This is an optimization exercise on Yosys and OpenROAD, whose aim is small area, not a production implementation. Only simulation tests tie the RTL to the original design; equivalence was not proved. Power figures rest on the tool's default switching activity, not on a simulated workload.

== v8 ==
Design top_level, start of the top module:
module top_level (
    input  wire         clk_100mhz,
    output logic [15:0] led,
    input  wire  [15:0] sw,
    input  wire  [ 4:0] btn,
    output logic        spk,
    output logic        aud_sd_n,
    input wire JA1
);
For scale: roughly 5200 cells after synthesis, ~57000 um2 of cells after synthesis.
==> flow/config.mk <==
export PLATFORM = sky130hd
export DESIGN_NAME = top_level
export DESIGN_NICKNAME = top_level
export VERILOG_FILES = /design/flow/design.v
export SDC_FILE = /design/flow/constraint.sdc
export NUM_CORES = 4
export LEC_CHECK = 0
export CAP_MARGIN = 0
export CORE_MARGIN = 2
export CORE_UTILIZATION = 45
export GPL_TIMING_DRIVEN = 0
export SLEW_MARGIN = 0
export SYNTH_MEMORY_MAX_BITS = 32768
==> flow/constraint.sdc <==
create_clock -name core_clock -period 14.0 [get_ports {clk_100mhz}]
set_input_delay 2.8000 -clock core_clock [delete_from_list [all_inputs] [get_ports {clk_100mhz}]]
set_output_delay 2.8000 -clock core_clock [all_outputs]
set_load 0.01 [all_outputs]
standard.sh (not shown) runs the stock make flow with config.mk's settings and CLKGATE_MAP_FILE= SYNTH_SCRIPT=/design/flow/synth_recipe.tcl, a recipe that flattens the netlist after the stock synthesis.
==> flow/flow/run.sh <==
#!/bin/bash
# Layout flow: the standard ORFS flow (standard.sh) with one change in
# synthesis: combinational logic is mapped with an area-oriented ABC script
# (flow/abc_area_map.script) instead of ORFS's delay-oriented one, and Yosys's
# early "abc -fast" inside synth is skipped (-noabc) so that the hand-built
# full-adder trees reach extract_fa as written.  Registers, their names and
# cell types are exactly those of the standard synthesis; floorplan,
# placement, routing and finishing are the standard ones.  Clock tree
# synthesis runs with the standard options plus -dont_use_dummy_load (no
# dummy load cells added to balance the tree).
set -euo pipefail
WORK=$(pwd)

# private copy of ORFS's scripts with the ABC script replaced
rm -rf "$WORK/scripts_area"
cp -r "$FLOW_HOME/scripts" "$WORK/scripts_area"
cp "$WORK/flow/abc_area_map.script" "$WORK/scripts_area/abc_speed.script"
cp "$WORK/flow/abc_area_map.script" "$WORK/scripts_area/abc_area.script"
export SCRIPTS_DIR="$WORK/scripts_area"
export SYNTH_OPERATIONS_ARGS="-noabc"
export CTS_ARGS="-sink_clustering_enable -repair_clock_nets -buf_list sky130_fd_sc_hd__clkbuf_4 -dont_use_dummy_load"

bash standard.sh synth > "$WORK/synth.log" 2>&1
bash standard.sh > "$WORK/layout.log" 2>&1
==> flow/flow/abc_area_map.script <==
strash
dc2
&get -n
&dch -f
&nf -R 1000
&put
strash
dc2
&get -n
&dch -f
&nf -R 1000
&put
topo
v8: flow complete, layout not clean; failing: max-capacitance violations, max-slew violations
diff inputs: v8 => v52
Settings: swapping 0 for 20 in CAP_MARGIN; clearing GPL_TIMING_DRIVEN, which used to be 0; swapping 0 for 20 in SLEW_MARGIN.
-- flow/flow/run.sh --
<<< v8, line 9
# synthesis runs with the standard options plus -dont_use_dummy_load (no
# dummy load cells added to balance the tree).
>>> v52, line 9
# synthesis uses clkbuf_4 buffers, clusters of at most 8 sinks within 60 um,
# and no dummy load cells (-dont_use_dummy_load).
<<< v8, line 21
export CTS_ARGS="-sink_clustering_enable -repair_clock_nets -buf_list sky130_fd_sc_hd__clkbuf_4 -dont_use_dummy_load"
>>> v52, line 21
export CTS_ARGS="-sink_clustering_enable -repair_clock_nets -buf_list sky130_fd_sc_hd__clkbuf_4 -sink_clustering_size 8 -sink_clustering_max_diameter 60 -dont_use_dummy_load"
Notes after the runs:
No stage failed in v52, and the final checks on the layout all came back clean.
Changes observed in v52 relative to v8: routed wire length now sits higher; total clock buffers created by CTS went down.
Reported for v8 and v52, quantity of hold-fixing buffers added after cts turned out identical to the last digit.
The estimated power of v52 ends up lower than the estimate for v8.
When v52 is measured against v8, its clock network fraction of total power turns out 5.2 points lower.
Inputs modified between v52 and v9:
Settings: swapping 45 for 50 in CORE_UTILIZATION.
Findings:
Measured against v52, the buffer count excluding the clock tree in the final layout of v9 comes out at 0.912 times the reference value. Compared with v52, v9 is the more power-hungry design. v52 → v9: clock skew held steady, utilization after layout higher.

---

run 1:
top_level again, from the RTL that the note above started with.
clock: 14.0 ns
lec_check: 0
cap_margin: 20
core_margin: 2
core_utilization: 45
slew_margin: 10
synth_memory_max_bits: 32768
==> flow/flow/run.sh <==
#!/bin/bash
# Layout flow: the standard ORFS flow (standard.sh) with one change in
# synthesis: combinational logic is mapped with an area-oriented ABC script
# (flow/abc_area_map.script) instead of ORFS's delay-oriented one, and Yosys's
# early "abc -fast" inside synth is skipped (-noabc) so that the hand-built
# full-adder trees reach extract_fa as written.  Registers, their names and
# cell types are exactly those of the standard synthesis; floorplan,
# placement, routing and finishing are the standard ones.  Clock tree
# synthesis uses clkbuf_4 buffers, clusters of at most 8 sinks within 60 um,
# and no dummy load cells (-dont_use_dummy_load).
set -euo pipefail
WORK=$(pwd)

# private copy of ORFS's scripts with the ABC script replaced
rm -rf "$WORK/scripts_area"
cp -r "$FLOW_HOME/scripts" "$WORK/scripts_area"
cp "$WORK/flow/abc_area_map.script" "$WORK/scripts_area/abc_speed.script"
cp "$WORK/flow/abc_area_map.script" "$WORK/scripts_area/abc_area.script"
export SCRIPTS_DIR="$WORK/scripts_area"
export SYNTH_OPERATIONS_ARGS="-noabc"
export CTS_ARGS="-sink_clustering_enable -repair_clock_nets -buf_list sky130_fd_sc_hd__clkbuf_4 -sink_clustering_size 8 -sink_clustering_max_diameter 60 -dont_use_dummy_load"

bash standard.sh synth > "$WORK/synth.log" 2>&1
bash standard.sh > "$WORK/layout.log" 2>&1
Scripts as last shown in full above: flow/flow/abc_area_map.script
Run 1 was carried through to the last stage, and its layout satisfied the timing, DRC and antenna checks.
--- input diff run 1..run 2 ---
- setting GPL_TIMING_DRIVEN to 0 for the first time
- changing SLEW_MARGIN from 10 to 20
## What came out
Routed wire length (run 2 over run 1): decrease, 5600 um
Run 2: count of clock-buffer cells in the layout lower than run 1
For clock-cell share of area, run 2 and run 1 come out practically identical.
Run 2 vs run 1, worst hold slack went down by 0.051 ns.
Summary of the comparison: slew at the pin with the worst max-slew slack is higher in run 2, relative to run 1.
As far as max-capacitance violation count goes, run 1 and run 2 are indistinguishable; the numbers are identical.
Global-route usage for run 2: 0.93 points down relative to run 1
Going from run 1 to run 2, detailed-route vias per instance grew slightly.
--- input diff run 2..run 3 ---
- GPL_TIMING_DRIVEN removed (was 0)
--- a/flow/flow/run.sh
+++ b/flow/flow/run.sh
@@ -7,5 +7,5 @@
 # cell types are exactly those of the standard synthesis; floorplan,
 # placement, routing and finishing are the standard ones.  Clock tree
-# synthesis uses clkbuf_4 buffers, clusters of at most 8 sinks within 60 um,
+# synthesis uses clkbuf_4 buffers, clusters of at most 10 sinks within 60 um,
 # and no dummy load cells (-dont_use_dummy_load).
 set -euo pipefail
@@ -19,5 +19,5 @@
 export SCRIPTS_DIR="$WORK/scripts_area"
 export SYNTH_OPERATIONS_ARGS="-noabc"
-export CTS_ARGS="-sink_clustering_enable -repair_clock_nets -buf_list sky130_fd_sc_hd__clkbuf_4 -sink_clustering_size 8 -sink_clustering_max_diameter 60 -dont_use_dummy_load"
+export CTS_ARGS="-sink_clustering_enable -repair_clock_nets -buf_list sky130_fd_sc_hd__clkbuf_4 -sink_clustering_size 10 -sink_clustering_max_diameter 60 -dont_use_dummy_load"
 
 bash standard.sh synth > "$WORK/synth.log" 2>&1
## What came out
Re count of multi-input combinational gates: no difference whatsoever between run 2 and run 3. Between run 3 and run 2, the multi-input combinational area share figures differ only marginally. Run 2 → run 3: worst-margin pin slew grew by 0.042 ns, detail-routed net length per standard cell picked up an extra about 0.8%, delay of the slowest cell on the worst path went up by 0.11 ns.

==> port drivers added, routing unchanged <==
No port has a modelled driver above. Below, the same layouts with a new extraction and two added sets of constraints. Step 1, drivers: a clkbuf_16 drives clk_100mhz and a buf_2 each remaining input, both assumed. Step 2 times the ports against the registers' clock, not the clock port: input delays grow and output delays shrink by t, the midpoint of the rising clock arrivals with the driver on. a / b / c = ideal ports / drivers / drivers and shift; a / b = the first two.
run	t, ns	slack for setup (ns)	hold slack, ns	worst register clock-pin slew, ns	pins driven straight from the clock port
v8	1.305	0.684 / 0.684 / 0.684	0.213 / 0.213 / 0.213	0.08 / 0.08	1
v52	1.216	1.270 / 1.270 / 1.270	0.236 / 0.236 / 0.236	0.10 / 0.10	1
v9	1.236	0.763 / 0.763 / 0.763	0.235 / 0.235 / 0.235	0.10 / 0.10	1
run 1	1.218	1.369 / 1.369 / 1.369	0.225 / 0.225 / 0.225	0.10 / 0.10	1
run 2	1.220	0.620 / 0.620 / 0.620	0.174 / 0.174 / 0.174	0.10 / 0.10	1
run 3	1.249	1.260 / 1.260 / 1.260	0.257 / 0.257 / 0.257	0.12 / 0.12	1
